This is an optimization exercise on Yosys and OpenROAD, whose aim is small area, not a production implementation.
At most, simulation tests tie the RTL to the original design; equivalence was not proved.
Only the layout flow was run in run 1; the RTL was not checked for function there.

==> flow/design.v <==
package AggrCDMAPkg;
    parameter int CDMA_CODE_WIDTH = 16;                      
    parameter int NUM_PORTS       = CDMA_CODE_WIDTH;         
    parameter int DATA_WIDTH      = 8;                       
    parameter int LOG_CODE_WIDTH  = $clog2(CDMA_CODE_WIDTH-1); 
    parameter int COUNTER_WIDTH   = $clog2(CDMA_CODE_WIDTH-1);   
    parameter logic [CDMA_CODE_WIDTH*CDMA_CODE_WIDTH-1:0] CDMA_CODES    
                   = { 16'd0,
                       16'd21845,
                       16'd13107,
                       16'd26214,
                       16'd3855,
                       16'd23130,
                       16'd15420,
                       16'd26985,
                       16'd255,
                       16'd21930,
                       16'd13260,
                       16'd26265,
                       16'd4080,
                       16'd23205,
                       16'd15555,
                       16'd27030};
    typedef   logic [DATA_WIDTH-1:0] dataWord;  
endpackage
module fa3 (
  input  logic a,
  input  logic b,
  input  logic c,
  output logic s,
  output logic co
);
  assign s  = a ^ b ^ c;
  assign co = (a & b) | (a & c) | (b & c);
endmodule
module ha2 (
  input  logic a,
  input  logic b,
  output logic s,
  output logic co
);
  assign s  = a ^ b;
  assign co = a & b;
endmodule
module acdma_top (
  input  logic         clk,
  input  logic         rst,
  input  logic [127:0] data_in,
  output logic [127:0] decoded_out
);
  logic [15:1] chip;
  wire  [15:0] chipx = {chip, 1'b0};
  wire  [3:0]  ph = ~{chip[8], chip[4], chip[2], chip[1]};
  wire  [3:0]  nn = ~(ph + 4'h1);
  always_ff @(posedge clk) begin
    if (rst) {chip[12], chip[8], chip[4], chip[3], chip[2], chip[1]} <= 6'd0;
    else begin
      chip[1] <= nn[0];
      chip[2] <= nn[1];
      chip[3] <= nn[0] ^ nn[1];
      chip[4] <= nn[2];
      chip[8] <= nn[3];
      chip[12] <= nn[2] ^ nn[3];
    end
  end
  assign chip[5] = chip[1] ^ chip[4];
  assign chip[6] = chip[2] ^ chip[4];
  assign chip[7] = chip[3] ^ chip[4];
  assign chip[9] = chip[1] ^ chip[8];
  assign chip[10] = chip[2] ^ chip[8];
  assign chip[11] = chip[3] ^ chip[8];
  assign chip[13] = chip[1] ^ chip[12];
  assign chip[14] = chip[2] ^ chip[12];
  assign chip[15] = chip[3] ^ chip[12];
  logic [127:0] w;
  assign w[7:0] = {~(data_in[7] ^ chipx[0]), data_in[6:0] ^ {7{chipx[0]}}};
  assign w[15:8] = {~(data_in[15] ^ chipx[1]), data_in[14:8] ^ {7{chipx[1]}}};
  assign w[23:16] = {~(data_in[23] ^ chipx[2]), data_in[22:16] ^ {7{chipx[2]}}};
  assign w[31:24] = {~(data_in[31] ^ chipx[3]), data_in[30:24] ^ {7{chipx[3]}}};
  assign w[39:32] = {~(data_in[39] ^ chipx[4]), data_in[38:32] ^ {7{chipx[4]}}};
  assign w[47:40] = {~(data_in[47] ^ chipx[5]), data_in[46:40] ^ {7{chipx[5]}}};
  assign w[55:48] = {~(data_in[55] ^ chipx[6]), data_in[54:48] ^ {7{chipx[6]}}};
  assign w[63:56] = {~(data_in[63] ^ chipx[7]), data_in[62:56] ^ {7{chipx[7]}}};
  assign w[71:64] = {~(data_in[71] ^ chipx[8]), data_in[70:64] ^ {7{chipx[8]}}};
  assign w[79:72] = {~(data_in[79] ^ chipx[9]), data_in[78:72] ^ {7{chipx[9]}}};
  assign w[87:80] = {~(data_in[87] ^ chipx[10]), data_in[86:80] ^ {7{chipx[10]}}};
  assign w[95:88] = {~(data_in[95] ^ chipx[11]), data_in[94:88] ^ {7{chipx[11]}}};
  assign w[103:96] = {~(data_in[103] ^ chipx[12]), data_in[102:96] ^ {7{chipx[12]}}};
  assign w[111:104] = {~(data_in[111] ^ chipx[13]), data_in[110:104] ^ {7{chipx[13]}}};
  assign w[119:112] = {~(data_in[119] ^ chipx[14]), data_in[118:112] ^ {7{chipx[14]}}};
  assign w[127:120] = {~(data_in[127] ^ chipx[15]), data_in[126:120] ^ {7{chipx[15]}}};
  wire ts0, tc0;
  fa3 uts0 (.a(w[0]), .b(w[8]), .c(w[16]), .s(ts0), .co(tc0));
  wire ts1, tc1;
  fa3 uts1 (.a(w[24]), .b(w[32]), .c(w[64]), .s(ts1), .co(tc1));
  wire ts2, tc2;
  fa3 uts2 (.a(w[96]), .b(w[40]), .c(w[48]), .s(ts2), .co(tc2));
  wire ts3, tc3;
  fa3 uts3 (.a(w[56]), .b(w[72]), .c(w[80]), .s(ts3), .co(tc3));
  wire ts4, tc4;
  fa3 uts4 (.a(w[88]), .b(w[104]), .c(w[112]), .s(ts4), .co(tc4));
  wire ts5, tc5;
  fa3 uts5 (.a(w[120]), .b(ts0), .c(ts1), .s(ts5), .co(tc5));
  wire ts6, tc6;
  fa3 uts6 (.a(ts2), .b(ts3), .c(ts4), .s(ts6), .co(tc6));
  wire ts7, tc7;
  fa3 uts7 (.a(w[1]), .b(w[9]), .c(w[17]), .s(ts7), .co(tc7));
  wire ts8, tc8;
  fa3 uts8 (.a(w[25]), .b(w[33]), .c(w[65]), .s(ts8), .co(tc8));
  wire ts9, tc9;
  fa3 uts9 (.a(w[97]), .b(w[41]), .c(w[49]), .s(ts9), .co(tc9));
  wire ts10, tc10;
  fa3 uts10 (.a(w[57]), .b(w[73]), .c(w[81]), .s(ts10), .co(tc10));
  wire ts11, tc11;
  fa3 uts11 (.a(w[89]), .b(w[105]), .c(w[113]), .s(ts11), .co(tc11));
  wire ts12, tc12;
  fa3 uts12 (.a(w[121]), .b(tc0), .c(tc1), .s(ts12), .co(tc12));
  wire ts13, tc13;
  fa3 uts13 (.a(ts7), .b(ts8), .c(tc2), .s(ts13), .co(tc13));
  wire ts14, tc14;
  fa3 uts14 (.a(tc3), .b(tc4), .c(ts9), .s(ts14), .co(tc14));
  wire ts15, tc15;
  fa3 uts15 (.a(ts10), .b(ts11), .c(tc5), .s(ts15), .co(tc15));
  wire ts16, tc16;
  fa3 uts16 (.a(ts12), .b(tc6), .c(ts13), .s(ts16), .co(tc16));
  wire ts17, tc17;
  fa3 uts17 (.a(w[2]), .b(w[10]), .c(w[18]), .s(ts17), .co(tc17));
  wire ts18, tc18;
  fa3 uts18 (.a(w[26]), .b(w[34]), .c(w[66]), .s(ts18), .co(tc18));
  wire ts19, tc19;
  fa3 uts19 (.a(w[98]), .b(w[42]), .c(w[50]), .s(ts19), .co(tc19));
  wire ts20, tc20;
  fa3 uts20 (.a(w[58]), .b(w[74]), .c(w[82]), .s(ts20), .co(tc20));
  wire ts21, tc21;
  fa3 uts21 (.a(w[90]), .b(w[106]), .c(w[114]), .s(ts21), .co(tc21));
  wire ts22, tc22;
  fa3 uts22 (.a(w[122]), .b(tc7), .c(tc8), .s(ts22), .co(tc22));
  wire ts23, tc23;
  fa3 uts23 (.a(ts17), .b(ts18), .c(tc9), .s(ts23), .co(tc23));
  wire ts24, tc24;
  fa3 uts24 (.a(tc10), .b(tc11), .c(ts19), .s(ts24), .co(tc24));
  wire ts25, tc25;
  fa3 uts25 (.a(ts20), .b(ts21), .c(tc12), .s(ts25), .co(tc25));
  wire ts26, tc26;
  fa3 uts26 (.a(ts22), .b(tc13), .c(tc14), .s(ts26), .co(tc26));
  wire ts27, tc27;
  fa3 uts27 (.a(ts23), .b(ts24), .c(tc15), .s(ts27), .co(tc27));
  wire ts28, tc28;
  fa3 uts28 (.a(ts25), .b(tc16), .c(ts26), .s(ts28), .co(tc28));
  wire ts29, tc29;
  fa3 uts29 (.a(w[3]), .b(w[11]), .c(w[19]), .s(ts29), .co(tc29));
  wire ts30, tc30;
  fa3 uts30 (.a(w[27]), .b(w[35]), .c(w[67]), .s(ts30), .co(tc30));
  wire ts31, tc31;
  fa3 uts31 (.a(w[99]), .b(w[43]), .c(w[51]), .s(ts31), .co(tc31));
  wire ts32, tc32;
  fa3 uts32 (.a(w[59]), .b(w[75]), .c(w[83]), .s(ts32), .co(tc32));
  wire ts33, tc33;
  fa3 uts33 (.a(w[91]), .b(w[107]), .c(w[115]), .s(ts33), .co(tc33));
  wire ts34, tc34;
  fa3 uts34 (.a(w[123]), .b(tc17), .c(tc18), .s(ts34), .co(tc34));
  wire ts35, tc35;
  fa3 uts35 (.a(ts29), .b(ts30), .c(tc19), .s(ts35), .co(tc35));
  wire ts36, tc36;
  fa3 uts36 (.a(tc20), .b(tc21), .c(ts31), .s(ts36), .co(tc36));
  wire ts37, tc37;
  fa3 uts37 (.a(ts32), .b(ts33), .c(tc22), .s(ts37), .co(tc37));
  wire ts38, tc38;
  fa3 uts38 (.a(ts34), .b(tc23), .c(tc24), .s(ts38), .co(tc38));
  wire ts39, tc39;
  fa3 uts39 (.a(ts35), .b(tc25), .c(ts36), .s(ts39), .co(tc39));
  wire ts40, tc40;
  fa3 uts40 (.a(ts37), .b(tc26), .c(ts38), .s(ts40), .co(tc40));
  wire ts41, tc41;
  fa3 uts41 (.a(tc27), .b(ts39), .c(tc28), .s(ts41), .co(tc41));
  wire ts42, tc42;
  fa3 uts42 (.a(w[4]), .b(w[12]), .c(w[20]), .s(ts42), .co(tc42));
  wire ts43, tc43;
  fa3 uts43 (.a(w[28]), .b(w[36]), .c(w[68]), .s(ts43), .co(tc43));
  wire ts44, tc44;
  fa3 uts44 (.a(w[100]), .b(w[44]), .c(w[52]), .s(ts44), .co(tc44));
  wire ts45, tc45;
  fa3 uts45 (.a(w[60]), .b(w[76]), .c(w[84]), .s(ts45), .co(tc45));
  wire ts46, tc46;
  fa3 uts46 (.a(w[92]), .b(w[108]), .c(w[116]), .s(ts46), .co(tc46));
  wire ts47, tc47;
  fa3 uts47 (.a(w[124]), .b(tc29), .c(tc30), .s(ts47), .co(tc47));
  wire ts48, tc48;
  fa3 uts48 (.a(ts42), .b(ts43), .c(tc31), .s(ts48), .co(tc48));
  wire ts49, tc49;
  fa3 uts49 (.a(tc32), .b(tc33), .c(ts44), .s(ts49), .co(tc49));
  wire ts50, tc50;
  fa3 uts50 (.a(ts45), .b(ts46), .c(tc34), .s(ts50), .co(tc50));
  wire ts51, tc51;
  fa3 uts51 (.a(ts47), .b(tc35), .c(tc36), .s(ts51), .co(tc51));
  wire ts52, tc52;
  fa3 uts52 (.a(ts48), .b(tc37), .c(ts49), .s(ts52), .co(tc52));
  wire ts53, tc53;
  fa3 uts53 (.a(ts50), .b(tc38), .c(tc39), .s(ts53), .co(tc53));
  wire ts54, tc54;
  fa3 uts54 (.a(ts51), .b(ts52), .c(tc40), .s(ts54), .co(tc54));
  wire ts55, tc55;
  fa3 uts55 (.a(w[5]), .b(w[13]), .c(w[21]), .s(ts55), .co(tc55));
  wire ts56, tc56;
  fa3 uts56 (.a(w[29]), .b(w[37]), .c(w[69]), .s(ts56), .co(tc56));
  wire ts57, tc57;
  fa3 uts57 (.a(w[101]), .b(w[45]), .c(w[53]), .s(ts57), .co(tc57));
  wire ts58, tc58;
  fa3 uts58 (.a(w[61]), .b(w[77]), .c(w[85]), .s(ts58), .co(tc58));
  wire ts59, tc59;
  fa3 uts59 (.a(w[93]), .b(w[109]), .c(w[117]), .s(ts59), .co(tc59));
  wire ts60, tc60;
  fa3 uts60 (.a(w[125]), .b(tc42), .c(tc43), .s(ts60), .co(tc60));
  wire ts61, tc61;
  fa3 uts61 (.a(ts55), .b(ts56), .c(tc44), .s(ts61), .co(tc61));
  wire ts62, tc62;
  fa3 uts62 (.a(tc45), .b(tc46), .c(ts57), .s(ts62), .co(tc62));
  wire ts63, tc63;
  fa3 uts63 (.a(ts58), .b(ts59), .c(tc47), .s(ts63), .co(tc63));
  wire ts64, tc64;
  fa3 uts64 (.a(ts60), .b(tc48), .c(tc49), .s(ts64), .co(tc64));
  wire ts65, tc65;
  fa3 uts65 (.a(ts61), .b(tc50), .c(ts62), .s(ts65), .co(tc65));
  wire ts66, tc66;
  fa3 uts66 (.a(ts63), .b(tc51), .c(tc52), .s(ts66), .co(tc66));
  wire ts67, tc67;
  fa3 uts67 (.a(ts64), .b(ts65), .c(tc53), .s(ts67), .co(tc67));
  wire ts68, tc68;
  fa3 uts68 (.a(w[6]), .b(w[14]), .c(w[22]), .s(ts68), .co(tc68));
  wire ts69, tc69;
  fa3 uts69 (.a(w[30]), .b(w[38]), .c(w[70]), .s(ts69), .co(tc69));
  wire ts70, tc70;
  fa3 uts70 (.a(w[102]), .b(w[46]), .c(w[54]), .s(ts70), .co(tc70));
  wire ts71, tc71;
  fa3 uts71 (.a(w[62]), .b(w[78]), .c(w[86]), .s(ts71), .co(tc71));
  wire ts72, tc72;
  fa3 uts72 (.a(w[94]), .b(w[110]), .c(w[118]), .s(ts72), .co(tc72));
  wire ts73, tc73;
  fa3 uts73 (.a(w[126]), .b(tc55), .c(tc56), .s(ts73), .co(tc73));
  wire ts74, tc74;
  fa3 uts74 (.a(ts68), .b(ts69), .c(tc57), .s(ts74), .co(tc74));
  wire ts75, tc75;
  fa3 uts75 (.a(tc58), .b(tc59), .c(ts70), .s(ts75), .co(tc75));
  wire ts76, tc76;
  fa3 uts76 (.a(ts71), .b(ts72), .c(tc60), .s(ts76), .co(tc76));
  wire ts77, tc77;
  fa3 uts77 (.a(ts73), .b(tc61), .c(tc62), .s(ts77), .co(tc77));
  wire ts78, tc78;
  fa3 uts78 (.a(ts74), .b(tc63), .c(ts75), .s(ts78), .co(tc78));
  wire ts79, tc79;
  fa3 uts79 (.a(ts76), .b(tc64), .c(tc65), .s(ts79), .co(tc79));
  wire ts80, tc80;
  fa3 uts80 (.a(ts77), .b(ts78), .c(tc66), .s(ts80), .co(tc80));
  wire ts81, tc81;
  fa3 uts81 (.a(w[7]), .b(w[15]), .c(w[23]), .s(ts81), .co(tc81));
  wire ts82, tc82;
  fa3 uts82 (.a(w[31]), .b(w[39]), .c(w[71]), .s(ts82), .co(tc82));
  wire ts83, tc83;
  fa3 uts83 (.a(w[103]), .b(w[47]), .c(w[55]), .s(ts83), .co(tc83));
  wire ts84, tc84;
  fa3 uts84 (.a(w[63]), .b(w[79]), .c(w[87]), .s(ts84), .co(tc84));
  wire ts85, tc85;
  fa3 uts85 (.a(w[95]), .b(w[111]), .c(w[119]), .s(ts85), .co(tc85));
  wire ts86, tc86;
  fa3 uts86 (.a(w[127]), .b(tc68), .c(tc69), .s(ts86), .co(tc86));
  wire ts87, tc87;
  fa3 uts87 (.a(ts81), .b(ts82), .c(tc70), .s(ts87), .co(tc87));
  wire ts88, tc88;
  fa3 uts88 (.a(tc71), .b(tc72), .c(ts83), .s(ts88), .co(tc88));
  wire ts89, tc89;
  fa3 uts89 (.a(ts84), .b(ts85), .c(tc73), .s(ts89), .co(tc89));
  wire ts90, tc90;
  fa3 uts90 (.a(ts86), .b(tc74), .c(tc75), .s(ts90), .co(tc90));
  wire ts91, tc91;
  fa3 uts91 (.a(ts87), .b(tc76), .c(ts88), .s(ts91), .co(tc91));
  wire ts92, tc92;
  fa3 uts92 (.a(ts89), .b(tc77), .c(tc78), .s(ts92), .co(tc92));
  wire ts93, tc93;
  fa3 uts93 (.a(ts90), .b(ts91), .c(tc79), .s(ts93), .co(tc93));
  wire ts94, tc94;
  fa3 uts94 (.a(tc81), .b(tc82), .c(tc83), .s(ts94), .co(tc94));
  wire ts95, tc95;
  fa3 uts95 (.a(tc84), .b(tc85), .c(tc86), .s(ts95), .co(tc95));
  wire ts96, tc96;
  fa3 uts96 (.a(tc87), .b(tc88), .c(ts94), .s(ts96), .co(tc96));
  wire ts97, tc97;
  fa3 uts97 (.a(tc89), .b(ts95), .c(tc90), .s(ts97), .co(tc97));
  wire ts98, tc98;
  fa3 uts98 (.a(tc91), .b(ts96), .c(tc92), .s(ts98), .co(tc98));
  wire ts99, tc99;
  fa3 uts99 (.a(tc94), .b(tc95), .c(tc96), .s(ts99), .co(tc99));
  wire [11:0] t0 = {1'b0, tc99, tc97, ts97, ts92, ts79, ts66, ts53, ts40, ts27, ts14, ts5};
  wire [11:0] t1 = {1'b0, 1'b0, ts99, tc93, tc80, tc67, tc54, tc41, ts41, ts28, ts15, ts6};
  wire [11:0] t2 = {1'b0, 1'b0, tc98, ts98, ts93, ts80, ts67, ts54, 1'b0, 1'b0, ts16, 1'b0};
  logic [11:0] a0, a1, a2;
  logic [11:0] r1, r2;
  logic [11:4] r3;
  logic [4:0] xl;
  logic [6:0] xd;
  logic cx;
  wire sel = ~ph[0];
  wire [4:0] xa = sel ? {r2[3:0], 1'b0} : r2[4:0];
  wire [4:0] xb = sel ? ~xl : r1[4:0];
  wire [5:0] xc;
  wire [4:0] xs;
  ha2 uxl0 (.a(xa[0]), .b(xb[0]), .s(xs[0]), .co(xc[1]));
  fa3 uxl1 (.a(xa[1]), .b(xb[1]), .c(xc[1]), .s(xs[1]), .co(xc[2]));
  fa3 uxl2 (.a(xa[2]), .b(xb[2]), .c(xc[2]), .s(xs[2]), .co(xc[3]));
  fa3 uxl3 (.a(xa[3]), .b(xb[3]), .c(xc[3]), .s(xs[3]), .co(xc[4]));
  fa3 uxl4 (.a(xa[4]), .b(xb[4]), .c(xc[4]), .s(xs[4]), .co(xc[5]));
  wire [6:0] ya = sel ? r3[11:5] : r3[10:4];
  wire [6:0] yb = sel ? r2[11:5] : ~xd;
  wire [7:0] yc;
  wire [6:0] ys;
  assign yc[0] = cx;
  fa3 uxh0 (.a(ya[0]), .b(yb[0]), .c(yc[0]), .s(ys[0]), .co(yc[1]));
  fa3 uxh1 (.a(ya[1]), .b(yb[1]), .c(yc[1]), .s(ys[1]), .co(yc[2]));
  fa3 uxh2 (.a(ya[2]), .b(yb[2]), .c(yc[2]), .s(ys[2]), .co(yc[3]));
  fa3 uxh3 (.a(ya[3]), .b(yb[3]), .c(yc[3]), .s(ys[3]), .co(yc[4]));
  fa3 uxh4 (.a(ya[4]), .b(yb[4]), .c(yc[4]), .s(ys[4]), .co(yc[5]));
  fa3 uxh5 (.a(ya[5]), .b(yb[5]), .c(yc[5]), .s(ys[5]), .co(yc[6]));
  assign ys[6] = ya[6] ^ yb[6] ^ yc[6];
  always_ff @(posedge clk) begin
    a0 <= t0;
    a1 <= t1;
    a2 <= t2;
    r1 <= a0 + a1 + a2;
    r2 <= r1;
    r3 <= r2[11:4];
    xl <= xs;
    cx <= xc[5];
    xd <= ys;
  end
  wire [4:0] xlo = xl;
  logic [7:0] sl, sh;
  logic clr_lo, clr_hi;
  assign clr_lo = (ph == 4'd4) | (ph == 4'd5);
  always_comb begin
    case (ph)
      4'd0: sl = 8'h2b;
      4'd1: sl = 8'h2b;
      4'd2: sl = 8'h00;
      4'd3: sl = 8'h00;
      4'd4: sl = 8'h99;
      4'd5: sl = 8'h99;
      4'd6: sl = 8'h6a;
      4'd7: sl = 8'h6a;
      4'd8: sl = 8'h5a;
      4'd9: sl = 8'h5a;
      4'd10: sl = 8'hd1;
      4'd11: sl = 8'hd1;
      4'd12: sl = 8'h3a;
      4'd13: sl = 8'h3a;
      4'd14: sl = 8'he1;
      4'd15: sl = 8'he1;
      default: sl = 8'h00;
    endcase
  end
  always_ff @(posedge clk) begin
    sh <= sl;
    clr_hi <= clr_lo;
  end
  logic [4:0] klo [0:7];
  logic [6:0] khi [0:7];
  assign klo[0] = ph[0] ? 5'h1c : 5'h1c;
  assign khi[0] = ph[0] ? 7'h7f : 7'h7f;
  assign klo[1] = ph[0] ? 5'h1c : 5'h1c;
  assign khi[1] = ph[0] ? 7'h7f : 7'h7f;
  assign klo[2] = ph[0] ? 5'h1c : 5'h1c;
  assign khi[2] = ph[0] ? 7'h7f : 7'h7f;
  assign klo[3] = ph[0] ? 5'h1c : 5'h1c;
  assign khi[3] = ph[0] ? 7'h7f : 7'h7f;
  assign klo[4] = ph[0] ? 5'h1c : 5'h1c;
  assign khi[4] = ph[0] ? 7'h7f : 7'h7f;
  assign klo[5] = ph[0] ? 5'h1c : 5'h1c;
  assign khi[5] = ph[0] ? 7'h7f : 7'h7f;
  assign klo[6] = ph[0] ? 5'h0 : 5'h18;
  assign khi[6] = ph[0] ? 7'h3 : 7'h0;
  assign klo[7] = ph[0] ? 5'h1c : 5'h1c;
  assign khi[7] = ph[0] ? 7'h7f : 7'h7f;
  logic [11:0] ring [0:15];
  logic [7:0]  cy;
  wire [4:0] la0 = clr_lo ? klo[0] : ring[0][4:0];
  wire [4:0] lb0 = xlo ^ {5{sl[0]}};
  wire [5:0] lc0;
  wire [4:0] ls0;
  assign lc0[0] = 1'b0;
  ha2 ul0_0 (.a(la0[0]), .b(lb0[0]), .s(ls0[0]), .co(lc0[1]));
  fa3 ul0_1 (.a(la0[1]), .b(lb0[1]), .c(lc0[1]), .s(ls0[1]), .co(lc0[2]));
  fa3 ul0_2 (.a(la0[2]), .b(lb0[2]), .c(lc0[2]), .s(ls0[2]), .co(lc0[3]));
  fa3 ul0_3 (.a(la0[3]), .b(lb0[3]), .c(lc0[3]), .s(ls0[3]), .co(lc0[4]));
  fa3 ul0_4 (.a(la0[4]), .b(lb0[4]), .c(lc0[4]), .s(ls0[4]), .co(lc0[5]));
  wire [6:0] ha0 = clr_hi ? khi[0] : ring[1][11:5];
  wire [6:0] hb0 = xd ^ {7{sh[0]}};
  wire [6:0] hc0;
  wire [6:0] hs0;
  assign hc0[0] = cy[0];
  fa3 uh0_0 (.a(ha0[0]), .b(hb0[0]), .c(hc0[0]), .s(hs0[0]), .co(hc0[1]));
  fa3 uh0_1 (.a(ha0[1]), .b(hb0[1]), .c(hc0[1]), .s(hs0[1]), .co(hc0[2]));
  fa3 uh0_2 (.a(ha0[2]), .b(hb0[2]), .c(hc0[2]), .s(hs0[2]), .co(hc0[3]));
  fa3 uh0_3 (.a(ha0[3]), .b(hb0[3]), .c(hc0[3]), .s(hs0[3]), .co(hc0[4]));
  fa3 uh0_4 (.a(ha0[4]), .b(hb0[4]), .c(hc0[4]), .s(hs0[4]), .co(hc0[5]));
  fa3 uh0_5 (.a(ha0[5]), .b(hb0[5]), .c(hc0[5]), .s(hs0[5]), .co(hc0[6]));
  assign hs0[6] = ha0[6] ^ hb0[6] ^ hc0[6];
  wire [4:0] la1 = clr_lo ? klo[1] : ring[2][4:0];
  wire [4:0] lb1 = xlo ^ {5{sl[1]}};
  wire [5:0] lc1;
  wire [4:0] ls1;
  assign lc1[0] = 1'b0;
  ha2 ul1_0 (.a(la1[0]), .b(lb1[0]), .s(ls1[0]), .co(lc1[1]));
  fa3 ul1_1 (.a(la1[1]), .b(lb1[1]), .c(lc1[1]), .s(ls1[1]), .co(lc1[2]));
  fa3 ul1_2 (.a(la1[2]), .b(lb1[2]), .c(lc1[2]), .s(ls1[2]), .co(lc1[3]));
  fa3 ul1_3 (.a(la1[3]), .b(lb1[3]), .c(lc1[3]), .s(ls1[3]), .co(lc1[4]));
  fa3 ul1_4 (.a(la1[4]), .b(lb1[4]), .c(lc1[4]), .s(ls1[4]), .co(lc1[5]));
  wire [6:0] ha1 = clr_hi ? khi[1] : ring[3][11:5];
  wire [6:0] hb1 = xd ^ {7{sh[1]}};
  wire [6:0] hc1;
  wire [6:0] hs1;
  assign hc1[0] = cy[1];
  fa3 uh1_0 (.a(ha1[0]), .b(hb1[0]), .c(hc1[0]), .s(hs1[0]), .co(hc1[1]));
  fa3 uh1_1 (.a(ha1[1]), .b(hb1[1]), .c(hc1[1]), .s(hs1[1]), .co(hc1[2]));
  fa3 uh1_2 (.a(ha1[2]), .b(hb1[2]), .c(hc1[2]), .s(hs1[2]), .co(hc1[3]));
  fa3 uh1_3 (.a(ha1[3]), .b(hb1[3]), .c(hc1[3]), .s(hs1[3]), .co(hc1[4]));
  fa3 uh1_4 (.a(ha1[4]), .b(hb1[4]), .c(hc1[4]), .s(hs1[4]), .co(hc1[5]));
  fa3 uh1_5 (.a(ha1[5]), .b(hb1[5]), .c(hc1[5]), .s(hs1[5]), .co(hc1[6]));
  assign hs1[6] = ha1[6] ^ hb1[6] ^ hc1[6];
  wire [4:0] la2 = clr_lo ? klo[2] : ring[4][4:0];
  wire [4:0] lb2 = xlo ^ {5{sl[2]}};
  wire [5:0] lc2;
  wire [4:0] ls2;
  assign lc2[0] = 1'b0;
  ha2 ul2_0 (.a(la2[0]), .b(lb2[0]), .s(ls2[0]), .co(lc2[1]));
  fa3 ul2_1 (.a(la2[1]), .b(lb2[1]), .c(lc2[1]), .s(ls2[1]), .co(lc2[2]));
  fa3 ul2_2 (.a(la2[2]), .b(lb2[2]), .c(lc2[2]), .s(ls2[2]), .co(lc2[3]));
  fa3 ul2_3 (.a(la2[3]), .b(lb2[3]), .c(lc2[3]), .s(ls2[3]), .co(lc2[4]));
  fa3 ul2_4 (.a(la2[4]), .b(lb2[4]), .c(lc2[4]), .s(ls2[4]), .co(lc2[5]));
  wire [6:0] ha2 = clr_hi ? khi[2] : ring[5][11:5];
  wire [6:0] hb2 = xd ^ {7{sh[2]}};
  wire [6:0] hc2;
  wire [6:0] hs2;
  assign hc2[0] = cy[2];
  fa3 uh2_0 (.a(ha2[0]), .b(hb2[0]), .c(hc2[0]), .s(hs2[0]), .co(hc2[1]));
  fa3 uh2_1 (.a(ha2[1]), .b(hb2[1]), .c(hc2[1]), .s(hs2[1]), .co(hc2[2]));
  fa3 uh2_2 (.a(ha2[2]), .b(hb2[2]), .c(hc2[2]), .s(hs2[2]), .co(hc2[3]));
  fa3 uh2_3 (.a(ha2[3]), .b(hb2[3]), .c(hc2[3]), .s(hs2[3]), .co(hc2[4]));
  fa3 uh2_4 (.a(ha2[4]), .b(hb2[4]), .c(hc2[4]), .s(hs2[4]), .co(hc2[5]));
  fa3 uh2_5 (.a(ha2[5]), .b(hb2[5]), .c(hc2[5]), .s(hs2[5]), .co(hc2[6]));
  assign hs2[6] = ha2[6] ^ hb2[6] ^ hc2[6];
  wire [4:0] la3 = clr_lo ? klo[3] : ring[6][4:0];
  wire [4:0] lb3 = xlo ^ {5{sl[3]}};
  wire [5:0] lc3;
  wire [4:0] ls3;
  assign lc3[0] = 1'b0;
  ha2 ul3_0 (.a(la3[0]), .b(lb3[0]), .s(ls3[0]), .co(lc3[1]));
  fa3 ul3_1 (.a(la3[1]), .b(lb3[1]), .c(lc3[1]), .s(ls3[1]), .co(lc3[2]));
  fa3 ul3_2 (.a(la3[2]), .b(lb3[2]), .c(lc3[2]), .s(ls3[2]), .co(lc3[3]));
  fa3 ul3_3 (.a(la3[3]), .b(lb3[3]), .c(lc3[3]), .s(ls3[3]), .co(lc3[4]));
  fa3 ul3_4 (.a(la3[4]), .b(lb3[4]), .c(lc3[4]), .s(ls3[4]), .co(lc3[5]));
  wire [6:0] ha3 = clr_hi ? khi[3] : ring[7][11:5];
  wire [6:0] hb3 = xd ^ {7{sh[3]}};
  wire [6:0] hc3;
  wire [6:0] hs3;
  assign hc3[0] = cy[3];
  fa3 uh3_0 (.a(ha3[0]), .b(hb3[0]), .c(hc3[0]), .s(hs3[0]), .co(hc3[1]));
  fa3 uh3_1 (.a(ha3[1]), .b(hb3[1]), .c(hc3[1]), .s(hs3[1]), .co(hc3[2]));
  fa3 uh3_2 (.a(ha3[2]), .b(hb3[2]), .c(hc3[2]), .s(hs3[2]), .co(hc3[3]));
  fa3 uh3_3 (.a(ha3[3]), .b(hb3[3]), .c(hc3[3]), .s(hs3[3]), .co(hc3[4]));
  fa3 uh3_4 (.a(ha3[4]), .b(hb3[4]), .c(hc3[4]), .s(hs3[4]), .co(hc3[5]));
  fa3 uh3_5 (.a(ha3[5]), .b(hb3[5]), .c(hc3[5]), .s(hs3[5]), .co(hc3[6]));
  assign hs3[6] = ha3[6] ^ hb3[6] ^ hc3[6];
  wire [4:0] la4 = clr_lo ? klo[4] : ring[8][4:0];
  wire [4:0] lb4 = xlo ^ {5{sl[4]}};
  wire [5:0] lc4;
  wire [4:0] ls4;
  assign lc4[0] = 1'b0;
  ha2 ul4_0 (.a(la4[0]), .b(lb4[0]), .s(ls4[0]), .co(lc4[1]));
  fa3 ul4_1 (.a(la4[1]), .b(lb4[1]), .c(lc4[1]), .s(ls4[1]), .co(lc4[2]));
  fa3 ul4_2 (.a(la4[2]), .b(lb4[2]), .c(lc4[2]), .s(ls4[2]), .co(lc4[3]));
  fa3 ul4_3 (.a(la4[3]), .b(lb4[3]), .c(lc4[3]), .s(ls4[3]), .co(lc4[4]));
  fa3 ul4_4 (.a(la4[4]), .b(lb4[4]), .c(lc4[4]), .s(ls4[4]), .co(lc4[5]));
  wire [6:0] ha4 = clr_hi ? khi[4] : ring[9][11:5];
  wire [6:0] hb4 = xd ^ {7{sh[4]}};
  wire [6:0] hc4;
  wire [6:0] hs4;
  assign hc4[0] = cy[4];
  fa3 uh4_0 (.a(ha4[0]), .b(hb4[0]), .c(hc4[0]), .s(hs4[0]), .co(hc4[1]));
  fa3 uh4_1 (.a(ha4[1]), .b(hb4[1]), .c(hc4[1]), .s(hs4[1]), .co(hc4[2]));
  fa3 uh4_2 (.a(ha4[2]), .b(hb4[2]), .c(hc4[2]), .s(hs4[2]), .co(hc4[3]));
  fa3 uh4_3 (.a(ha4[3]), .b(hb4[3]), .c(hc4[3]), .s(hs4[3]), .co(hc4[4]));
  fa3 uh4_4 (.a(ha4[4]), .b(hb4[4]), .c(hc4[4]), .s(hs4[4]), .co(hc4[5]));
  fa3 uh4_5 (.a(ha4[5]), .b(hb4[5]), .c(hc4[5]), .s(hs4[5]), .co(hc4[6]));
  assign hs4[6] = ha4[6] ^ hb4[6] ^ hc4[6];
  wire [4:0] la5 = clr_lo ? klo[5] : ring[10][4:0];
  wire [4:0] lb5 = xlo ^ {5{sl[5]}};
  wire [5:0] lc5;
  wire [4:0] ls5;
  assign lc5[0] = 1'b0;
  ha2 ul5_0 (.a(la5[0]), .b(lb5[0]), .s(ls5[0]), .co(lc5[1]));
  fa3 ul5_1 (.a(la5[1]), .b(lb5[1]), .c(lc5[1]), .s(ls5[1]), .co(lc5[2]));
  fa3 ul5_2 (.a(la5[2]), .b(lb5[2]), .c(lc5[2]), .s(ls5[2]), .co(lc5[3]));
  fa3 ul5_3 (.a(la5[3]), .b(lb5[3]), .c(lc5[3]), .s(ls5[3]), .co(lc5[4]));
  fa3 ul5_4 (.a(la5[4]), .b(lb5[4]), .c(lc5[4]), .s(ls5[4]), .co(lc5[5]));
  wire [6:0] ha5 = clr_hi ? khi[5] : ring[11][11:5];
  wire [6:0] hb5 = xd ^ {7{sh[5]}};
  wire [6:0] hc5;
  wire [6:0] hs5;
  assign hc5[0] = cy[5];
  fa3 uh5_0 (.a(ha5[0]), .b(hb5[0]), .c(hc5[0]), .s(hs5[0]), .co(hc5[1]));
  fa3 uh5_1 (.a(ha5[1]), .b(hb5[1]), .c(hc5[1]), .s(hs5[1]), .co(hc5[2]));
  fa3 uh5_2 (.a(ha5[2]), .b(hb5[2]), .c(hc5[2]), .s(hs5[2]), .co(hc5[3]));
  fa3 uh5_3 (.a(ha5[3]), .b(hb5[3]), .c(hc5[3]), .s(hs5[3]), .co(hc5[4]));
  fa3 uh5_4 (.a(ha5[4]), .b(hb5[4]), .c(hc5[4]), .s(hs5[4]), .co(hc5[5]));
  fa3 uh5_5 (.a(ha5[5]), .b(hb5[5]), .c(hc5[5]), .s(hs5[5]), .co(hc5[6]));
  assign hs5[6] = ha5[6] ^ hb5[6] ^ hc5[6];
  wire [4:0] la6 = clr_lo ? klo[6] : ring[12][4:0];
  wire [4:0] lb6 = xlo ^ {5{sl[6]}};
  wire [5:0] lc6;
  wire [4:0] ls6;
  assign lc6[0] = 1'b0;
  ha2 ul6_0 (.a(la6[0]), .b(lb6[0]), .s(ls6[0]), .co(lc6[1]));
  fa3 ul6_1 (.a(la6[1]), .b(lb6[1]), .c(lc6[1]), .s(ls6[1]), .co(lc6[2]));
  fa3 ul6_2 (.a(la6[2]), .b(lb6[2]), .c(lc6[2]), .s(ls6[2]), .co(lc6[3]));
  fa3 ul6_3 (.a(la6[3]), .b(lb6[3]), .c(lc6[3]), .s(ls6[3]), .co(lc6[4]));
  fa3 ul6_4 (.a(la6[4]), .b(lb6[4]), .c(lc6[4]), .s(ls6[4]), .co(lc6[5]));
  wire [6:0] ha6 = clr_hi ? khi[6] : ring[13][11:5];
  wire [6:0] hb6 = xd ^ {7{sh[6]}};
  wire [6:0] hc6;
  wire [6:0] hs6;
  assign hc6[0] = cy[6];
  fa3 uh6_0 (.a(ha6[0]), .b(hb6[0]), .c(hc6[0]), .s(hs6[0]), .co(hc6[1]));
  fa3 uh6_1 (.a(ha6[1]), .b(hb6[1]), .c(hc6[1]), .s(hs6[1]), .co(hc6[2]));
  fa3 uh6_2 (.a(ha6[2]), .b(hb6[2]), .c(hc6[2]), .s(hs6[2]), .co(hc6[3]));
  fa3 uh6_3 (.a(ha6[3]), .b(hb6[3]), .c(hc6[3]), .s(hs6[3]), .co(hc6[4]));
  fa3 uh6_4 (.a(ha6[4]), .b(hb6[4]), .c(hc6[4]), .s(hs6[4]), .co(hc6[5]));
  fa3 uh6_5 (.a(ha6[5]), .b(hb6[5]), .c(hc6[5]), .s(hs6[5]), .co(hc6[6]));
  assign hs6[6] = ha6[6] ^ hb6[6] ^ hc6[6];
  wire [4:0] la7 = clr_lo ? klo[7] : ring[14][4:0];
  wire [4:0] lb7 = xlo ^ {5{sl[7]}};
  wire [5:0] lc7;
  wire [4:0] ls7;
  assign lc7[0] = 1'b0;
  ha2 ul7_0 (.a(la7[0]), .b(lb7[0]), .s(ls7[0]), .co(lc7[1]));
  fa3 ul7_1 (.a(la7[1]), .b(lb7[1]), .c(lc7[1]), .s(ls7[1]), .co(lc7[2]));
  fa3 ul7_2 (.a(la7[2]), .b(lb7[2]), .c(lc7[2]), .s(ls7[2]), .co(lc7[3]));
  fa3 ul7_3 (.a(la7[3]), .b(lb7[3]), .c(lc7[3]), .s(ls7[3]), .co(lc7[4]));
  fa3 ul7_4 (.a(la7[4]), .b(lb7[4]), .c(lc7[4]), .s(ls7[4]), .co(lc7[5]));
  wire [6:0] ha7 = clr_hi ? khi[7] : ring[15][11:5];
  wire [6:0] hb7 = xd ^ {7{sh[7]}};
  wire [6:0] hc7;
  wire [6:0] hs7;
  assign hc7[0] = cy[7];
  fa3 uh7_0 (.a(ha7[0]), .b(hb7[0]), .c(hc7[0]), .s(hs7[0]), .co(hc7[1]));
  fa3 uh7_1 (.a(ha7[1]), .b(hb7[1]), .c(hc7[1]), .s(hs7[1]), .co(hc7[2]));
  fa3 uh7_2 (.a(ha7[2]), .b(hb7[2]), .c(hc7[2]), .s(hs7[2]), .co(hc7[3]));
  fa3 uh7_3 (.a(ha7[3]), .b(hb7[3]), .c(hc7[3]), .s(hs7[3]), .co(hc7[4]));
  fa3 uh7_4 (.a(ha7[4]), .b(hb7[4]), .c(hc7[4]), .s(hs7[4]), .co(hc7[5]));
  fa3 uh7_5 (.a(ha7[5]), .b(hb7[5]), .c(hc7[5]), .s(hs7[5]), .co(hc7[6]));
  assign hs7[6] = ha7[6] ^ hb7[6] ^ hc7[6];
  always_ff @(posedge clk) begin
    ring[1] <= {ring[0][11:5], ls0};
    cy[0] <= lc0[5];
    ring[2] <= {hs0, ring[1][4:0]};
    ring[3] <= {ring[2][11:5], ls1};
    cy[1] <= lc1[5];
    ring[4] <= {hs1, ring[3][4:0]};
    ring[5] <= {ring[4][11:5], ls2};
    cy[2] <= lc2[5];
    ring[6] <= {hs2, ring[5][4:0]};
    ring[7] <= {ring[6][11:5], ls3};
    cy[3] <= lc3[5];
    ring[8] <= {hs3, ring[7][4:0]};
    ring[9] <= {ring[8][11:5], ls4};
    cy[4] <= lc4[5];
    ring[10] <= {hs4, ring[9][4:0]};
    ring[11] <= {ring[10][11:5], ls5};
    cy[5] <= lc5[5];
    ring[12] <= {hs5, ring[11][4:0]};
    ring[13] <= {ring[12][11:5], ls6};
    cy[6] <= lc6[5];
    ring[14] <= {hs6, ring[13][4:0]};
    ring[15] <= {ring[14][11:5], ls7};
    cy[7] <= lc7[5];
    ring[0] <= {hs7, ring[15][4:0]};
  end
  logic [0:0] cap [0:7];
  always_ff @(posedge clk) begin
    cap[0] <= ring[12][4:4];
    cap[1] <= ring[14][4:4];
    cap[2] <= ring[0][4:4];
    cap[3] <= ring[4][4:4];
    cap[4] <= ring[8][4:4];
    cap[5] <= ring[10][4:4];
    cap[6] <= ring[2][4:4];
    cap[7] <= ring[6][4:4];
  end
  assign decoded_out[7:0] = {ring[13][11:5], cap[0]};
  assign decoded_out[15:8] = ring[12][11:4];
  assign decoded_out[23:16] = {ring[15][11:5], cap[1]};
  assign decoded_out[31:24] = ring[14][11:4];
  assign decoded_out[39:32] = {ring[1][11:5], cap[2]};
  assign decoded_out[47:40] = ring[0][11:4];
  assign decoded_out[55:48] = {ring[5][11:5], cap[3]};
  assign decoded_out[63:56] = ring[4][11:4];
  assign decoded_out[71:64] = {ring[9][11:5], cap[4]};
  assign decoded_out[79:72] = ring[8][11:4];
  assign decoded_out[87:80] = {ring[11][11:5], cap[5]};
  assign decoded_out[95:88] = ring[10][11:4];
  assign decoded_out[103:96] = {ring[3][11:5], cap[6]};
  assign decoded_out[111:104] = ring[2][11:4];
  assign decoded_out[119:112] = {ring[7][11:5], cap[7]};
  assign decoded_out[127:120] = ring[6][11:4];
endmodule
==> flow/flow/run.sh <==
#!/bin/bash
# The standard layout, with the smallest buffer on every input and output port
# instead of the flow's default choice, and clock tree synthesis without dummy
# loads and with smaller clock buffers, then downsizing of gates off the
# critical paths after global routing (power recovery).  make's output goes to flow_make.log.
set -euo pipefail
export BUFFER_PORTS_ARGS="-buffer_cell sky130_fd_sc_hd__buf_1"
export CTS_ARGS="-sink_clustering_enable -repair_clock_nets -dont_use_dummy_load -buf_list {sky130_fd_sc_hd__clkbuf_8} -sink_clustering_size 20 -sink_clustering_max_diameter 60"
export RECOVER_POWER=100
bash standard.sh > flow_make.log 2>&1
==> flow/standard.sh <==
#!/bin/bash
# synth_recipe.tcl (not shown) runs the flow's synth.tcl, then flattens the netlist and writes it again
# the make line also repeats each setting of config.mk as NAME=value (left out here)
make -C /OpenROAD-flow-scripts/flow DESIGN_CONFIG=/design/flow/config.mk WORK_HOME=/design/flow/orfs CLKGATE_MAP_FILE= SYNTH_SCRIPT=/design/flow/synth_recipe.tcl "${@:-finish}"
==> flow/config.mk <==
export PLATFORM = sky130hd
export DESIGN_NAME = acdma_top
export DESIGN_NICKNAME = acdma_top
export VERILOG_FILES = /design/flow/design.v
export SDC_FILE = /design/flow/constraint.sdc
export NUM_CORES = 4
export LEC_CHECK = 0
export CAP_MARGIN = 20
export CORE_MARGIN = 2
export CORE_UTILIZATION = 70
export PLACE_DENSITY = 0.8
export SLEW_MARGIN = 20
export SYNTH_HIERARCHICAL = 1
export SYNTH_MINIMUM_KEEP_SIZE = 0
==> flow/constraint.sdc <==
create_clock -name core_clock -period 4.0 [get_ports {clk}]
set_input_delay 0.8000 -clock core_clock [delete_from_list [all_inputs] [get_ports {clk}]]
set_output_delay 0.8000 -clock core_clock [all_outputs]
set_load 0.01 [all_outputs]
==> results.txt, run 1 <==
Routed via count: 7,844
ANT cells: 0
Most frequent cells in the layout: dfxtp_1 (292), buf_1 (257), fa_1 (198), xnor2_1 (118), xor2_1 (117)
Clock sinks: 295
Setup bufs post-CTS: 0
Commonest non-fill, non-tap cell in the layout: dfxtp_1
Placer's final routability congestion estimate: 0.8785
CP Capture Type: flop
Antenna viol nets, final: 0
Detailed-route DRC error count: 0
Metal-1 WL: 11.08 mm
Syn nets: 1,497
Yosys reg bits: 295
Hold EP: r2[2]
Synth warn: 20
Worst reg-to-reg setup slack: 190 ps
Unrepaired setup endpoints after global routing: false
Worst EP arrival: 4230 ps
I/O Buffers: 257
Critical Path Source: clr_hi
Clock skew: 76.98 ps
Skew-Pair Late Insertion Delay: 550 ps
Area grow syn2layout: 3.834%
IO Pins: 258
Worst slew margin: 40.53%
Placement Cell Area: 0.01518 mm²
CTS root buffer: clkbuf_8
DRT Pass-1 Iters: 4
DR iter-0 viols: 302
Die H: 149.6 µm
Clock Path Buffers: 3
Die Wd: 149.6 µm
Setup CP Type: flop to flop
Worst-margin pin slew: 887.8 ps
Die area: 0.02239 mm²
FILL cells: 1,428
Global route total overflow: 0
Finished Cell Area: 0.01542 mm²
# H-tree levels: 1
Final Net Count: 1,628
Mapped Area: 0.01485 mm²
Max-cap violation count: 0
CTS tree: yes
Worst Reg-to-Reg Cells: 10
Routed len/inst: 18.17 µm
Worst min path class: flop to flop
Total CTS buffers: 19
Post-synth top area share: 39.78%
Overall Global Routing Usage: 26.61%
Launching point of the worst reg2reg path: clr_hi
Area of the core: 0.02089 mm²
Setup TNS: 0 ps
Num rows: 53
CP Max Fanout: 13
Drt via density: 5.077
Vias in the first global route: 8,895
Met3 WL: 1.447 mm
Pins over their slew limit: 0
Worst hold start: r1[2]
Outcome: timing/DRC/antenna clean
CP required: 4430 ps
Crit share post-route: 95.15%
Min Tclk post-route: 3806 ps
Clk pin slew, worst setup/hold paths: 110 ps
Seq/Total Area, Yosys: 39.78%
Worst r2r dst: ring[8][11]
Post-synthesis instance total: 1,141
Initial core utilization: 71.08%
Area leader, netlist: dfxtp_1
Endpoints failing hold: 0
Yosys cell types: 37
Post-detail-place hpwl: 22.63 mm
Startpoint Class: flop
Routed met2 length: 14.56 mm
Maximum clock frequency: 0.2627 GHz
Syn avg cell area: 13.01 µm²
Uppermost routed layer: met4
Antenna violations before repair: 0
DRT Wirelength: 28.08 mm
First-pass GRT wire length: 44.97 mm
Synth area leaders: dfxtp_1 (40%), fa_1 (27%), xnor2_1 (7.0%)
Count of final setup violators: 0
Hold Path Stages: 0
Largest net degree at the start of global routing: 28
Share of cells above drive strength 1: 8.583%
[worst max-delay path, cell delays in order (launching register included)]
cell	delay, ps
dfxtp_2	410
or2_2	330
fa_1	430
fa_1	390
fa_1	390
fa_1	420
fa_1	390
fa_1	390
xnor2_1	150
xnor2_1	230
xnor2_1	160
[registers in the layout, summed over array words and instances (netlist names), 6 cells and up]
| register | count |
|---|---|
| ring | 192 |
| r1 | 12 |
| r2 | 12 |
| a0 | 11 |
| a1 | 10 |
| cap | 8 |
| cy | 8 |
| r3 | 8 |
| a2 | 7 |
| sh | 7 |
| xd | 7 |
| chip | 6 |
[worst max-delay path by stage]
stage,endpoint,slack [ps],cells after the start
floorplan,ring[14][11],90,14
global placement,ring[14][11],250,10
detailed placement,ring[12][11],100,10
CTS,ring[12][11],100,10
global route,ring[12][11],20,10
finish,ring[8][11],190,10
[Yosys stat by module, one instance, submodules excluded]
| module | flops+latches | cells inside |
|---|---|---|
| fa3 | 0 | 1 |
| acdma_top | 295 | 942 |
| ha2 | 0 | 1 |
[timing repair]
item | CTS | global route
resized for setup | 0 | 2
setup endpoints to repair | 0 | 6
hold buffers | 0 | 0
[layer usage]
layer / global-route usage, % / up-vias
met4: 9.714 / 0
li1: - / 3593
met5: 0 / -
met2: 47.18 / 253
met1: 32.97 / 3920
met3: 4.329 / 78
[area by class of cell]
cell class              count  area, µm²  share of cell area, %
multi-input cells         648       7651                  49.63
flip-flops and latches    295       5909                  38.33
repair buffers            283       1156                  7.499
well taps                 275      344.1                  2.232
clock buffers              19      261.5                  1.696
inverters                  25      93.84                 0.6087
[stage by stage]
stage	util [%]	hold slack (ps)	setup slack, ps	std cells
final	73.80	290.9	194.0	1545
after global routing	73.80	296.0	16.92	1545
after CTS	73.91	291.1	104.3	1545
after detailed placement	72.66	312.1	102.0	1526
after global placement	72.66	309.8	248.6	1526
after floorplan	-	309.6	92.24	1141
[cells in the mapped netlist (all sizes together)]
cell and count:
a31oi 1, nand2b 20, a21o 4, o211ai 1
a21boi 2, nor2 18, a21oi 7, clkbuf 23
and3 1, buf 150, dfxtp 295, and2 17
nand2 18, o21ai 19, or2b 2, inv 25
o21a 2, fa 198, nand3 3, xor2 117
xnor2 126, a311oi 1, mux2i 1, mux2 11
ha 28, or2 42, o2111ai 1, nor2b 8
[logic make-up (layout without fill, tap and decap cells)]
logic type                 count (synthesis)  after routing  synth area share, %
xor gates and xnor gates                 243            243                15.19
muxes                                     12             12               0.9270
and+or+nand+nor                          129            129                4.837
buffers and inverters                    198            327                8.596
DFF                                      295            295                39.78
AOI/OAI and AO/OA                         38             38                1.610
adders and majority gates                226            226                29.06
==> run 2, diff against run 1 <==
--- a/flow/design.v
+++ b/flow/design.v
@@ -338,20 +338,20 @@
   always_comb begin
     case (ph)
-      4'd0: sl = 8'h2b;
-      4'd1: sl = 8'h2b;
+      4'd0: sl = 8'h4e;
+      4'd1: sl = 8'h1b;
       4'd2: sl = 8'h00;
       4'd3: sl = 8'h00;
-      4'd4: sl = 8'h99;
-      4'd5: sl = 8'h99;
-      4'd6: sl = 8'h6a;
-      4'd7: sl = 8'h6a;
-      4'd8: sl = 8'h5a;
-      4'd9: sl = 8'h5a;
-      4'd10: sl = 8'hd1;
+      4'd4: sl = 8'h1e;
+      4'd5: sl = 8'h35;
+      4'd6: sl = 8'h4e;
+      4'd7: sl = 8'hb2;
+      4'd8: sl = 8'h35;
+      4'd9: sl = 8'h59;
+      4'd10: sl = 8'ha3;
       4'd11: sl = 8'hd1;
-      4'd12: sl = 8'h3a;
-      4'd13: sl = 8'h3a;
-      4'd14: sl = 8'he1;
-      4'd15: sl = 8'he1;
+      4'd12: sl = 8'ha6;
+      4'd13: sl = 8'hf0;
+      4'd14: sl = 8'h6a;
+      4'd15: sl = 8'h6c;
       default: sl = 8'h00;
     endcase
@@ -375,8 +375,8 @@
   assign klo[5] = ph[0] ? 5'h1c : 5'h1c;
   assign khi[5] = ph[0] ? 7'h7f : 7'h7f;
-  assign klo[6] = ph[0] ? 5'h0 : 5'h18;
-  assign khi[6] = ph[0] ? 7'h3 : 7'h0;
-  assign klo[7] = ph[0] ? 5'h1c : 5'h1c;
-  assign khi[7] = ph[0] ? 7'h7f : 7'h7f;
+  assign klo[6] = ph[0] ? 5'h1c : 5'h1c;
+  assign khi[6] = ph[0] ? 7'h7f : 7'h7f;
+  assign klo[7] = ph[0] ? 5'h0 : 5'h18;
+  assign khi[7] = ph[0] ? 7'h3 : 7'h0;
   logic [11:0] ring [0:15];
   logic [7:0]  cy;
@@ -585,28 +585,28 @@
   logic [0:0] cap [0:7];
   always_ff @(posedge clk) begin
-    cap[0] <= ring[12][4:4];
-    cap[1] <= ring[14][4:4];
-    cap[2] <= ring[0][4:4];
-    cap[3] <= ring[4][4:4];
-    cap[4] <= ring[8][4:4];
+    cap[0] <= ring[14][4:4];
+    cap[1] <= ring[6][4:4];
+    cap[2] <= ring[2][4:4];
+    cap[3] <= ring[0][4:4];
+    cap[4] <= ring[4][4:4];
     cap[5] <= ring[10][4:4];
-    cap[6] <= ring[2][4:4];
-    cap[7] <= ring[6][4:4];
+    cap[6] <= ring[12][4:4];
+    cap[7] <= ring[8][4:4];
   end
-  assign decoded_out[7:0] = {ring[13][11:5], cap[0]};
-  assign decoded_out[15:8] = ring[12][11:4];
-  assign decoded_out[23:16] = {ring[15][11:5], cap[1]};
-  assign decoded_out[31:24] = ring[14][11:4];
-  assign decoded_out[39:32] = {ring[1][11:5], cap[2]};
+  assign decoded_out[7:0] = {ring[15][11:5], cap[0]};
+  assign decoded_out[15:8] = ring[14][11:4];
+  assign decoded_out[23:16] = {ring[7][11:5], cap[1]};
+  assign decoded_out[31:24] = ring[4][11:4];
+  assign decoded_out[39:32] = {ring[3][11:5], cap[2]};
   assign decoded_out[47:40] = ring[0][11:4];
-  assign decoded_out[55:48] = {ring[5][11:5], cap[3]};
-  assign decoded_out[63:56] = ring[4][11:4];
-  assign decoded_out[71:64] = {ring[9][11:5], cap[4]};
+  assign decoded_out[55:48] = {ring[1][11:5], cap[3]};
+  assign decoded_out[63:56] = ring[12][11:4];
+  assign decoded_out[71:64] = {ring[5][11:5], cap[4]};
   assign decoded_out[79:72] = ring[8][11:4];
   assign decoded_out[87:80] = {ring[11][11:5], cap[5]};
-  assign decoded_out[95:88] = ring[10][11:4];
-  assign decoded_out[103:96] = {ring[3][11:5], cap[6]};
+  assign decoded_out[95:88] = ring[6][11:4];
+  assign decoded_out[103:96] = {ring[13][11:5], cap[6]};
   assign decoded_out[111:104] = ring[2][11:4];
-  assign decoded_out[119:112] = {ring[7][11:5], cap[7]};
-  assign decoded_out[127:120] = ring[6][11:4];
+  assign decoded_out[119:112] = {ring[9][11:5], cap[7]};
+  assign decoded_out[127:120] = ring[10][11:4];
 endmodule
==> results.txt, run 2 <==
CP Max Fanout: 19 (+6)
Worst hold start: ring[11][4]
Syn avg cell area: 12.77 µm² (-1.9%)
Placer's final routability congestion estimate: 0.9159 (+4.3%)
Mapped Area: 0.01493 mm² (+0.54%)
Commonest non-fill, non-tap cell in the layout: dfxtp_1
Max-cap violation count: 0 (unchanged)
Seq/Total Area, Yosys: 39.70% (-0.079 points)
Detailed-route DRC error count: 0 (unchanged)
FILL cells: 1,462 (+2.4%)
DRT Wirelength: 27.82 mm (-0.90%)
CTS tree: yes
Critical Path Source: clr_hi
Synth async-reset ratio: 0% (unchanged)
Area of the core: 0.02096 mm² (+0.32%)
Drt via density: 5.043 (-0.68%)
Crit share post-route: 96.19% (+1.0 points)
Min Tclk post-route: 3848 ps (+41.58 ps)
Yosys cell types: 35 (-5.4%)
Placement Cell Area: 0.01530 mm² (+0.82%)
CP top delay family: adder cells
Critical path buffers and inverters: 0 (unchanged)
Hold Buf Count CTS: 0 (unchanged)
Count of final setup violators: 0 (unchanged)
Total CTS buffers: 21 (+2)
Clk pin slew, worst setup/hold paths: 110 ps (about the same)
Commonest cells in the netlist: dfxtp_1 (296), fa_1 (198), xnor2_1 (135)
Area grow syn2layout: 4.275%
Biggest register: ring
DRT Pass-1 Iters: 4 (unchanged)
Routed met2 length: 14.20 mm (-2.5%)
CP required: 4410 ps (-20 ps)
Setup TNS: 0 ps (unchanged)
Area leader, netlist: dfxtp_1
Worst-margin pin slew: 675.0 ps (-212.8 ps)
Overall Global Routing Usage: 25.52% (-1.1 points)
CP Cell Sequence: or2_2, fa_1, fa_1, fa_1, fa_1, fa_1, fa_1, xnor2_1, xnor2_1, xnor2_1
Skew-Pair Late Insertion Delay: 540 ps (about the same)
Crit path top cell by count: fa_1
Clock skew: 49.25 ps (-27.72 ps)
Unrepaired setup endpoints after global routing: false
Launching point of the worst reg2reg path: clr_hi
# H-tree levels: 1 (unchanged)
Worst EP arrival: 4260 ps (+30 ps)
Most frequent cell after synthesis: dfxtp_1
Die area: 0.02251 mm² (+0.52%)
CTS root buffer: clkbuf_8
Post-synthesis instance total: 1,169 (+2.5%)
EDFF count, synth: 0 (unchanged)
Most frequent cells in the layout: dfxtp_1 (293), buf_1 (257), fa_1 (198), xnor2_1 (135), xor2_1 (117)
Antenna viol nets, final: 0 (unchanged)
Synth area leaders: dfxtp_1 (40%), fa_1 (27%), xnor2_1 (7.9%)
Routed via count: 7,937 (+1.2%)
Setup CP Type: flop to flop
Final Net Count: 1,659 (+1.9%)
Synth warn: 20 (unchanged)
Clock Path Buffers: 3 (unchanged)
Die H: 150.0 µm (+0.26%)
DR iter-0 viols: 291 (-3.6%)
Post-detail-place hpwl: 22.84 mm (+0.93%)
Startpoint Class: flop
Pins over their slew limit: 0 (unchanged)
Share of cells above drive strength 1: 9.392% (+0.81 points)
Syn nets: 1,527 (+2.0%)
Metal-1 WL: 11.25 mm (+1.5%)
Vias in the first global route: 8,545 (-3.9%)
Largest net degree at the start of global routing: 46 (+64%)
Uppermost routed layer: met4
Global route total overflow: 0 (unchanged)
Main synth FF type: dfxtp_1
Post-synth top area share: 39.70% (-0.079 points)
IO Pins: 258 (unchanged)
Top Registers: ring (192), r1 (12), r2 (12)
First-pass GRT wire length: 43.41 mm (-3.5%)
I/O Buffers: 257 (unchanged)
Antenna violations before repair: 0 (unchanged)
CP Capture Type: flop
Routed len/inst: 17.68 µm (-2.7%)
Outcome: timing/DRC/antenna clean
Worst min path class: flop to flop
Critical-path top delay cell: fa_1
Finished Cell Area: 0.01556 mm² (+0.97%)
Met3 WL: 1.631 mm (+13%)
Max FFs per register: 192 (unchanged)
ANT cells: 0 (unchanged)
Initial core utilization: 71.23% (+0.16 points)
Num rows: 53 (unchanged)
Slowest cell delay on critical path: 460 ps (+30 ps)
Endpoints failing hold: 0 (unchanged)
Worst slew margin: 54.68% (+14 points)
Final Core Density: 74.28% (+0.48 points)
Yosys reg bits: 296 (+0.34%)
Clock sinks: 296 (+0.34%)
Die Wd: 150.0 µm (+0.26%)
Maximum clock frequency: 0.2599 GHz (-1.1%)
==> run 2: changes by cell type after synthesis, moves of 4 or more <==
cell and change:
and2_1 -17, buf_4 -4, clkbuf_1 +10, nand2b_1 -18
nor2b_1 +19, or2_2 +21, xnor2_1 +17, xnor2_4 -6
==> run 2: cell families (layout without fill, tap and decap cells) <==
group                    Yosys count  count (layout)  synth area share, %
AO/OA/AOI/OAI                     47              47                2.020
XOR/XNOR                         252             252                14.79
flip-flops                       296             296                39.70
multiplexers                      12              12               0.8885
buffers and inverters            200             330                8.533
AND/OR/NAND/NOR                  134             134                5.004
adder cells (fa/ha/maj)          228             228                29.07
==> run 2: modules after synthesis (local to each module, per instance) <==
module     times used  flops+latches  cells  area (µm²)
acdma_top           1            296    970       11010
fa3               190              0      1       20.02
ha2                 9              0      1       12.51
==> run 2: path summary, 6_finish.rpt <==
kind	to	slack, ps	cells after the start
worst max-delay path	ring[12][11]	150	10
worst min-delay path	ring[12][4]	310	0
worst max register to register	ring[12][11]	150	10
worst min register to register	ring[12][4]	310	0
==> run 2: through the flow <==
step,std cells,worst slack (ps),hold WS (ps)
2_1_floorplan,1169,46.13,309.6
5_1_grt,1574,17.01,319.9
3_3_place_gp,1553,177.6,310.1
6_report,1574,152.5,314.3
3_5_place_dp,1553,136.0,312.1
4_1_cts,1574,75.57,311.6
==> run 2: cell type report <==
| class | instances | area [µm²] | area share [%] |
|---|---|---|---|
| tap | 275 | 344.1 | 2.211 |
| inverter | 24 | 90.09 | 0.5788 |
| clock buffer | 21 | 289.0 | 1.857 |
| multi-input combinational | 673 | 7709 | 49.53 |
| sequential | 296 | 5932 | 38.11 |
| timing repair buffer | 285 | 1201 | 7.717 |
==> run 2: timing repair <==
action | 4_1_cts | 5_1_grt
endpoints found under the setup margin | 0 | 4
gates resized for setup | 0 | 3
buffers inserted | 0 | 0
endpoints found under the hold margin | 0 | 0
==> run 2: worst reg2reg max path, stage by stage (launching register included) <==
cell	delay [ps]
dfxtp_4	420
or2_2	320
fa_1	460
fa_1	400
fa_1	400
fa_1	400
fa_1	390
fa_1	390
xnor2_1	150
xnor2_1	160
xnor2_1	230
==> run 2: per-layer routing <==
layer	vias to the layer above	GRT usage, %
li1	3697	-
met1	3918	31.60
met2	276	46.16
met3	46	4.299
met4	0	7.170
met5	-	0

re-timing with driven ports:
Ports are ideal in the flow. The routed layouts listed here were re-timed in OpenROAD. Step 1 sets driving cells, clkbuf_16 on the clock port and buf_2 on the other inputs (assumed; they add their load-dependent delay and slew). Step 2, shift: input delay + t, output delay - t, t = (earliest + latest rising clock arrival at the registers) / 2. This alone moves slack from input paths to output paths. Slacks: ideal / step 1 / step 2; pairs: ideal / step 1.
run	t (ns)	setup slack, ns	worst setup path at the end	pins driven straight from the clock port
run 1	0.557	0.194 / 0.194 / 0.194	register to register	1
run 2	0.553	0.152 / 0.152 / 0.152	register to register	1
After both steps setup and hold are still met in every run listed.
